Background: an optimization exercise with open tools, aiming at small area. Do not read the settings as production practice.
Only the layout flow was run in this run; the RTL was not checked for function there.
Power is estimated from default activity; no workload was simulated.

File: flow/config.mk
export PLATFORM = sky130hd
export DESIGN_NAME = matrix2
export DESIGN_NICKNAME = matrix2
export VERILOG_FILES = /design/flow/design.v
export SDC_FILE = /design/flow/constraint.sdc
export NUM_CORES = 4
export LEC_CHECK = 0
export ABC_AREA = 1
export CAP_MARGIN = 20
export CORE_MARGIN = 2
export CORE_UTILIZATION = 40
export CTS_BUF_LIST = sky130_fd_sc_hd__clkbuf_4
export CTS_CLUSTER_DIAMETER = 100
export CTS_CLUSTER_SIZE = 50
export SLEW_MARGIN = 20
File: flow/constraint.sdc
create_clock -name core_clock -period 10.0 [get_ports {clk}]
set_input_delay 2.0000 -clock core_clock [delete_from_list [all_inputs] [get_ports {clk}]]
set_output_delay 2.0000 -clock core_clock [all_outputs]
set_load 0.01 [all_outputs]
File: flow/design.v
module matrix2 (clk,reset,segout,scanout);
input clk,reset;
output [7:0] segout;
output [2:0] scanout;
reg [2:0] a;
reg [2:0] s;
reg [6:0] u;
reg p;           
reg [2:0] k;
reg [3:0] t;
wire [7:0] seg;
wire [2:0] scan = s;
wire ta   = a[0] & a[1] & a[2];
wire last = u[6] & u[4] & u[3] & u[2] & u[1] & u[0];
wire wrap = ta & s[1] & last;
wire clr  = wrap | ~reset;
wire step = wrap & ~p;
wire ts = ta & s[0] & s[1] & s[2];
wire u1 = ts & u[0];
wire u2 = u1 & u[1];
wire u3 = u2 & u[2];
wire u4 = u3 & u[3];
wire u5 = u4 & u[4];
wire u6 = u5 & u[5];
reg kend;
reg [2:0] knext;
reg [3:0] tnext;
always @(*) begin
  kend = 1'b0; knext = 3'd0; tnext = 4'd0;
  case (k)
    3'd0: begin kend = (t == 4'd9); knext = 3'd1; tnext = 4'd0; end
    3'd1: begin kend = (t == 4'd9); knext = 3'd2; tnext = 4'd0; end
    3'd2: begin kend = (t == 4'd9); knext = 3'd3; tnext = 4'd0; end
    3'd3: begin kend = (t == 4'd9); knext = 3'd4; tnext = 4'd0; end
    3'd4: begin kend = (t == 4'd7); knext = 3'd5; tnext = 4'd0; end
    3'd5: begin kend = (t == 4'd7); knext = 3'd6; tnext = 4'd0; end
    3'd6: begin kend = (t == 4'd10); knext = 3'd0; tnext = 4'd1; end
    default: ;
  endcase
end
wire t1 = step & t[0];
wire t2 = t1 & t[1];
wire t3 = t2 & t[2];
always @(posedge clk) begin
  a <= {a[2] ^ (a[1] & a[0]), a[1] ^ a[0], ~a[0]} & {3{reset}};
  s <= {s[2] ^ (ta & s[1] & s[0]), s[1] ^ (ta & s[0]), s[0] ^ ta} & {3{~clr}};
  u <= (u ^ {u6, u5, u4, u3, u2, u1, ts}) & {7{~clr}};
  p <= (p ^ wrap) & reset;
  if (!reset) begin
    k <= 3'd0; t <= 4'd0;
  end else if (step & kend) begin
    k <= knext; t <= tnext;
  end else
    t <= t ^ {t3, t2, t1, step};
end
  wire n19, n20, n21, n22, n23, n24, n25,
    n26, n27, n28, n29, n30, n31, n32, n33,
    n34, n35, n36, n37, n38, n39, n40, n41,
    n42, n43, n44, n45, n46, n47, n48, n49,
    n50, n51, n52, n53, n54, n55, n56, n57,
    n58, n59, n60, n61, n62, n63, n64, n65,
    n66, n67, n68, n69, n70, n71, n72, n73,
    n74, n75, n76, n77, n78, n79, n80, n81,
    n82, n83, n84, n85, n86, n87, n88, n89,
    n90, n91, n92, n93, n95, n96, n97, n98,
    n99, n100, n101, n102, n103, n104, n105,
    n106, n107, n108, n109, n110, n111, n112,
    n113, n114, n115, n116, n117, n118, n119,
    n120, n121, n122, n123, n124, n125, n126,
    n127, n128, n129, n130, n131, n132, n133,
    n134, n135, n136, n137, n138, n139, n140,
    n141, n142, n143, n144, n145, n146, n147,
    n148, n149, n150, n151, n152, n153, n154,
    n155, n156, n157, n158, n159, n160, n161,
    n162, n163, n164, n165, n166, n167, n168,
    n169, n171, n172, n173, n174, n175, n176,
    n177, n178, n179, n180, n181, n182, n183,
    n184, n186, n187, n188, n189, n190, n191,
    n194, n195, n196, n197, n198, n199, n200,
    n201, n202, n204, n205, n206, n207, n208,
    n209, n211, n212, n213;
  assign n19 = ~t[0] & scan[0];
  assign n20 = scan[1] & n19;
  assign n21 = ~scan[1] & ~n19;
  assign n22 = ~n20 & ~n21;
  assign n23 = ~t[1] & n22;
  assign n24 = ~n20 & ~n23;
  assign n25 = ~scan[2] & n24;
  assign n26 = scan[2] & ~n24;
  assign n27 = t[2] & ~n26;
  assign n28 = ~n25 & n27;
  assign n29 = t[0] & ~scan[0];
  assign n30 = ~n19 & ~n29;
  assign n31 = t[1] & ~n22;
  assign n32 = ~n23 & ~n31;
  assign n33 = ~n30 & ~n32;
  assign n34 = ~t[2] & t[1];
  assign n35 = ~scan[2] & n34;
  assign n36 = n28 & ~n32;
  assign n37 = ~n35 & ~n36;
  assign n38 = ~n33 & ~n37;
  assign n39 = n28 & ~n33;
  assign n40 = t[0] & n35;
  assign n41 = scan[1] & n40;
  assign n42 = ~n39 & ~n41;
  assign n43 = ~n38 & ~n42;
  assign n44 = ~k[2] & ~n43;
  assign n45 = n28 & n44;
  assign n46 = t[3] & scan[2];
  assign n47 = n22 & n46;
  assign n48 = ~n45 & ~n47;
  assign n49 = t[3] & ~n19;
  assign n50 = ~k[1] & ~k[0];
  assign n51 = scan[2] & n50;
  assign n52 = ~n49 & n51;
  assign n53 = k[1] & k[0];
  assign n54 = t[3] & n53;
  assign n55 = ~n30 & n54;
  assign n56 = ~n52 & ~n55;
  assign n57 = n48 & ~n56;
  assign n58 = t[1] & n21;
  assign n59 = t[2] & n50;
  assign n60 = ~t[1] & ~t[0];
  assign n61 = n59 & ~n60;
  assign n62 = ~n58 & n61;
  assign n63 = ~k[1] & t[3];
  assign n64 = ~k[0] & n63;
  assign n65 = n20 & n64;
  assign n66 = ~scan[2] & ~n65;
  assign n67 = ~n62 & n66;
  assign n68 = ~k[2] & ~n67;
  assign n69 = ~n57 & n68;
  assign n70 = scan[2] & scan[1];
  assign n71 = k[2] & ~t[3];
  assign n72 = t[1] & n30;
  assign n73 = ~t[1] & ~n30;
  assign n74 = t[3] & ~n73;
  assign n75 = ~n72 & n74;
  assign n76 = ~n71 & ~n75;
  assign n77 = n70 & ~n76;
  assign n78 = k[2] & scan[2];
  assign n79 = ~t[3] & scan[0];
  assign n80 = scan[1] & ~scan[0];
  assign n81 = ~n79 & ~n80;
  assign n82 = ~n23 & n81;
  assign n83 = n78 & ~n82;
  assign n84 = ~n77 & ~n83;
  assign n85 = ~n53 & ~n63;
  assign n86 = k[2] & ~n85;
  assign n87 = t[1] & t[0];
  assign n88 = ~k[2] & t[1];
  assign n89 = ~t[2] & ~n88;
  assign n90 = ~n87 & n89;
  assign n91 = t[3] & ~n90;
  assign n92 = ~n86 & ~n91;
  assign n93 = n84 & n92;
  assign seg[7] = ~n69 & n93;
  assign n95 = ~k[1] & k[0];
  assign n96 = n30 & n95;
  assign n97 = n53 & n70;
  assign n98 = n79 & n97;
  assign n99 = n92 & ~n98;
  assign n100 = ~k[2] & ~k[1];
  assign n101 = k[0] & ~n100;
  assign n102 = n87 & n101;
  assign n103 = ~n19 & ~n100;
  assign n104 = ~k[0] & ~n103;
  assign n105 = ~t[3] & ~scan[1];
  assign n106 = ~n104 & n105;
  assign n107 = ~n102 & n106;
  assign n108 = n25 & n107;
  assign n109 = n75 & n78;
  assign n110 = ~k[0] & scan[1];
  assign n111 = ~scan[2] & ~scan[0];
  assign n112 = n88 & n111;
  assign n113 = ~n110 & n112;
  assign n114 = ~n109 & ~n113;
  assign n115 = ~n108 & n114;
  assign n116 = ~scan[0] & n87;
  assign n117 = ~t[2] & ~n116;
  assign n118 = ~n115 & n117;
  assign n119 = n99 & ~n118;
  assign n120 = n29 & ~n119;
  assign n121 = k[2] & n120;
  assign n122 = k[1] & ~k[0];
  assign n123 = ~k[2] & n122;
  assign n124 = n38 & n123;
  assign n125 = n42 & n124;
  assign n126 = ~scan[1] & scan[0];
  assign n127 = k[2] & n80;
  assign n128 = ~n126 & ~n127;
  assign n129 = n35 & ~n128;
  assign n130 = ~n120 & ~n129;
  assign n131 = k[1] & ~n84;
  assign n132 = ~scan[1] & n40;
  assign n133 = n100 & n132;
  assign n134 = ~n131 & ~n133;
  assign n135 = k[0] & n134;
  assign n136 = ~n130 & n135;
  assign n137 = k[2] & n77;
  assign n138 = n42 & ~n47;
  assign n139 = ~scan[2] & n60;
  assign n140 = ~scan[0] & n139;
  assign n141 = ~k[0] & ~n140;
  assign n142 = ~k[2] & k[1];
  assign n143 = ~n141 & n142;
  assign n144 = ~n138 & n143;
  assign n145 = ~n137 & ~n144;
  assign n146 = ~n136 & n145;
  assign n147 = ~n125 & n146;
  assign n148 = ~n121 & ~n147;
  assign n149 = n134 & n147;
  assign n150 = ~n148 & ~n149;
  assign n151 = ~n48 & n95;
  assign n152 = k[2] & n38;
  assign n153 = n50 & n152;
  assign n154 = k[1] & n71;
  assign n155 = n60 & n154;
  assign n156 = n92 & ~n155;
  assign n157 = ~n119 & ~n156;
  assign n158 = k[0] & scan[0];
  assign n159 = n78 & n158;
  assign n160 = ~n157 & ~n159;
  assign n161 = scan[0] & n70;
  assign n162 = n71 & n161;
  assign n163 = n56 & n97;
  assign n164 = ~n162 & ~n163;
  assign n165 = n70 & n123;
  assign n166 = n164 & ~n165;
  assign n167 = n160 & n166;
  assign n168 = ~n153 & n167;
  assign n169 = ~n151 & n168;
  assign seg[5] = ~n150 & n169;
  assign n171 = n96 & ~seg[5];
  assign n172 = k[2] & ~n42;
  assign n173 = n44 & n139;
  assign n174 = ~n172 & ~n173;
  assign n175 = n59 & ~n174;
  assign n176 = ~n83 & ~n137;
  assign n177 = ~n50 & ~n176;
  assign n178 = n99 & ~n177;
  assign n179 = ~n175 & n178;
  assign n180 = ~n171 & n179;
  assign n181 = n45 & n96;
  assign n182 = n123 & n161;
  assign n183 = ~n181 & ~n182;
  assign n184 = n160 & n183;
  assign seg[6] = n180 & n184;
  assign n186 = t[3] & ~n180;
  assign n187 = ~t[2] & n25;
  assign n188 = ~n28 & ~n187;
  assign n189 = n154 & ~n188;
  assign n190 = n119 & ~n189;
  assign n191 = n183 & n190;
  assign seg[4] = ~n186 & n191;
  assign seg[3] = ~n148 & ~n157;
  assign n194 = t[2] & n124;
  assign n195 = n99 & ~n194;
  assign n196 = n30 & ~n152;
  assign n197 = ~n42 & n101;
  assign n198 = ~n196 & n197;
  assign n199 = n123 & n132;
  assign n200 = ~n162 & ~n199;
  assign n201 = ~n131 & n200;
  assign n202 = ~n198 & n201;
  assign seg[2] = n195 & n202;
  assign n204 = n45 & n60;
  assign n205 = ~n77 & ~n204;
  assign n206 = n122 & ~n205;
  assign n207 = k[0] & ~n38;
  assign n208 = n172 & n207;
  assign n209 = n195 & ~n208;
  assign seg[1] = ~n206 & n209;
  assign n211 = n123 & ~n139;
  assign n212 = ~n48 & n211;
  assign n213 = n92 & n164;
  assign seg[0] = ~n212 & n213;
assign scanout = scan;
assign segout = seg;
endmodule
File: flow/flow/run.sh
#!/bin/bash
# Standard ORFS layout (standard.sh), with three changes to how it is made:
#  - synthesis maps logic with an area-oriented ABC script (flow/abc_area.script,
#    used through ABC_AREA=1 from a copy of the ORFS scripts folder);
#  - no half/full-adder cells are extracted before ABC (ADDER_MAP_FILE empty);
#  - port buffers use the smallest buffer, sky130_fd_sc_hd__buf_1.
# Registers, their names and cell types are those of the standard synthesis.
set -euo pipefail
W=$(pwd)
rm -rf "$W/scripts_own"
mkdir -p "$W/scripts_own"
cp -r "$FLOW_HOME/scripts/." "$W/scripts_own/"
cp "$W/flow/abc_area.script" "$W/scripts_own/abc_area.script"
export SCRIPTS_DIR="$W/scripts_own"
export ADDER_MAP_FILE=
export BUFFER_PORTS_ARGS="-buffer_cell sky130_fd_sc_hd__buf_1"
bash "$W/standard.sh" > "$W/standard_flow.log" 2>&1
File: flow/flow/abc_area.script
strash
dc2
&get -n
&dch -f
&nf -R 1000 -p -F 8 -A 4
&put
topo
stime -c
File: flow/standard.sh
#!/bin/bash
# synth_recipe.tcl (not shown) runs the flow's synth.tcl, then flattens the netlist and writes it again
# the make line also repeats each setting of config.mk as NAME=value (left out here)
make -C /OpenROAD-flow-scripts/flow DESIGN_CONFIG=/design/flow/config.mk WORK_HOME=/design/flow/orfs CLKGATE_MAP_FILE= SYNTH_SCRIPT=/design/flow/synth_recipe.tcl "${@:-finish}"
==> flow_summary_export.csv <==
group,metric,value,unit
run_status,status,"complete, no violations",
cells_and_area,fillerInstances,375,
pwr,power,0.0001289,W
clock_network,path_clk_slew,0.12,ns
clock_network,post_cts_resized,0,
place,post-dp-hpwl,2918,um
cells_and_area,final_cell_mix,"nor2_1, nand2_1, dfxtp_1, a21oi_1, o21ai_0",
timing,slew_headroom,0.5513,
synth,synth_area_leaders,"dfxtp_1, nor2_1, nand2_1, a21oi_1, o21ai_0",
cells_and_area,final_common_cell,"nor2_1",
critical_path,cp.arrival,4.35,ns
pwr,power_frac_comb,0.024,
global_route,grt_pass1_wl,6920,um
floorplanning,start_util,0.4242,
critical_path,worstSetupPathType,"register to output pin",
timing,tightest_slew,0.6721,ns
floorplanning,ioPinCount,13,
detailed_routing,routed_wl,3979,um
critical_path,cp_data_required_time,8.00,ns
synth,syn_area_per_cell,6.932,um^2
pwr,irDropWorstVdd,0.06808,mV
global_route,grt_pass1_vias,1430,
clock_network,cts_max_path_buffers,2,
detailed_routing,vias,1646,
place,port_buffers,12,
timing,fmax,157.6,MHz
synth,synth_warnings,1,
synth,synth_nets,211,
pwr,power_density,81.63,nW/um^2
critical_path,cp_max_fo,12,
synth,synthCells,209,
floorplanning,die_width,64.19,um
global_route,grtUsageTotal,0.2077,
synth,async_flop_share,0,
synth,synth-seq-cells,21,
pwr,switching_power,0.00002857,W
timing,finalHoldViolCount,0,
detailed_routing,dr.pass1.iters,5,
global_route,overflow,0,
clock_network,numCtsBuffers,3,
synth,synth_top_area_share,0.2902,
pwr,p_int,0.0001003,W
place,place_congestion,0.9838,
critical_path,endpoint_kind,"output pin",
pwr,seqPwrFrac,0.663,
floorplanning,rows,21,
cells_and_area,final_cells,271,
synth,synth_cell_types,41,
timing,rsz0062_at_grt,"no",
timing,timing.final.crit_period,6.347,ns
clock_network,postCtsHoldBufs,0,
critical_path,crit_start,"s[0]",
synth,syn_area,1449,um^2
cells_and_area,final_core_util,0.4623,
synth,synth-edff-count,0,
cells_and_area,layout-drive-gt1-share,0.01778,
floorplanning,coreArea,3416,um^2
place,placed_cells,267,
clock_network,cts_tree,"built",
timing,finClkSkew,0.008660,ns
global_route,grt_max_degree,21,
clock_network,htreeDepth,1,
clock_network,cts_setup_buffers,0,
timing,setup-tns-final,0,ns
pwr,p_sw_frac,0.2217,
detailed_routing,drt-initial-drc-count,214,
cells_and_area,final_nets,228,
worst_hold_path,hp-start,"a[0]",
pwr,clkPwrFrac,0.313,
detailed_routing,drc,0,
synth,yosys.area.top_type,"dfxtp_1",
worst_hold_path,hold_path_class,"register to register",
synth,synthFlopType,"dfxtp_1",
global_route,antenna_found_initial,0,
critical_path,reg2reg_from,"s[2]",
clock_network,ctsRootBufferMaster,"clkbuf_4",
floorplanning,dieArea,4120,um^2
timing,finalCritPeriodShare,0.6347,
clock_network,cts.sinks,21,
timing,whs,0.5079,ns
detailed_routing,antenna_left,0,
pwr,leakagePower,0.5082,nW
cells_and_area,n_antenna_cell,0,
clock_network,clk_latency,0.30,ns
timing,final-max-slew-violation-count,0,
run,cap_violations,0,
timing,setup_viol,0,
critical_path,cp-start-kind,"register",
synth,seq_area_frac_synth,0.2902,
detailed_routing,wl_per_cell,14.68,um
floorplanning,die_h,64.19,um
detailed_routing,viasPerCell,6.074,
cells_and_area,synthToLayoutAreaGrowth,8.981,%
## metal layers
layer,GRT usage,up-vias,share of wire
met5,0,-,0
met4,0.07181,0,0.021
met3,0.05810,16,0.11
met2,0.2891,89,0.41
met1,0.3035,726,0.46
li1,-,815,-
## stage by stage
| step | area, um^2 | setup WS [ns] |
|---|---|---|
| finish | 1579 | 3.653 |
| global route | 1579 | 3.094 |
| CTS | 1579 | 3.669 |
| detailed placement | 1551 | 4.038 |
| global placement | 1551 | 4.112 |
| floorplan | 1449 | 4.201 |
## state kept, by name, indices dropped and copies added, names as in the netlist
register / count
a: 3
k: 3
p: 1
s: 3
t: 4
u: 7
## critical path, stage by stage (launching register included)
cell,delay [ns]
dfxtp_1,0.58
clkinv_1,0.22
nor2_1,0.22
and2_0,0.24
or2_0,0.21
nor2_1,0.08
or3_1,0.37
o22ai_1,0.14
o22ai_1,0.08
nor2_1,0.15
nor2_1,0.09
nor3b_1,0.27
a21o_1,0.12
nand3_1,0.07
nand4_1,0.15
mux2i_1,0.12
nor4_1,0.33
o21ai_0,0.17
a211oi_1,0.24
buf_1,0.17
## power by group through the flow
stage | Combinational, W | Sequential [W] | Clock (W)
finish | 0.00000304 | 0.0000854 | 0.0000404
global placement | 0.00000310 | 0.0000873 | 0
CTS | 0.00000307 | 0.0000855 | 0.0000426
floorplan | 0.00000204 | 0.0000872 | 0
detailed placement | 0.00000305 | 0.0000873 | 0
global route | 0.00000349 | 0.0000858 | 0.0000454
## cell families after synthesis
kind of cell           after synthesis  share of synthesized area
multiplexers                         1                   0.006909
buffers and inverters                4                    0.01036
XOR/XNOR                             8                    0.04836
AO/OA/AOI/OAI                       62                     0.2772
AND/OR/NAND/NOR                    113                     0.3670
flip-flops                          21                     0.2902
## final timing paths
check	cells past startpoint	end	slack [ns]
worst min register to register	1	a[0]	0.51
worst max-delay path	19	segout[4]	3.65
worst max register to register	8	u[6]	7.56
worst min-delay path	1	a[0]	0.51
## area by class of cell
type                    count  area [um^2]  share of cell area
multi-input cells         184         1013              0.6418
clock inverters             1        5.005            0.003170
repair buffers             12        45.04             0.02853
inverters                   4        15.01            0.009509
clock buffers               3        22.52             0.01426
well taps                  46        57.56             0.03645
flip-flops and latches     21        420.4              0.2662
## Yosys cell counts (all sizes together), types with 2 or more instances
cell / count
a211oi: 4
a21o: 2
a21oi: 16
and2: 3
and3: 5
clkinv: 4
dfxtp: 21
nand2: 29
nand2b: 2
nand3: 4
nand4: 4
nor2: 35
nor2b: 6
nor3: 13
nor3b: 5
nor4: 4
o211ai: 3
o21ai: 14
o22ai: 4
o31ai: 3
or3: 2
xnor2: 6
xor2: 2

==> what the ideal ports hide <==
The flow's constraints put no driver on any port. The routed layout listed below was extracted and timed again, unchanged, in two steps. Step 1 (the two cells are an assumption about what drives the block):
set clk [get_ports {clk}]
set_driving_cell -lib_cell sky130_fd_sc_hd__clkbuf_16 $clk
set_driving_cell -lib_cell sky130_fd_sc_hd__buf_2 [delete_from_list [all_inputs] $clk]
Step 2 times the ports against the registers' clock, not the clock port: input delays grow and output delays shrink by t, the midpoint of the rising clock arrivals with the driver on. Three values: ideal ports, drivers, drivers and shift; two values: the first two.
t (ns): 0.322
slack for setup (ns): 3.653 / 3.630 / 3.951
worst slew at a driven data input, ns: 0.03
After both steps this run still meets setup and hold. For this run, drivers alone change the setup slack by -0.023 ns; drivers and shift together by +0.298 ns.
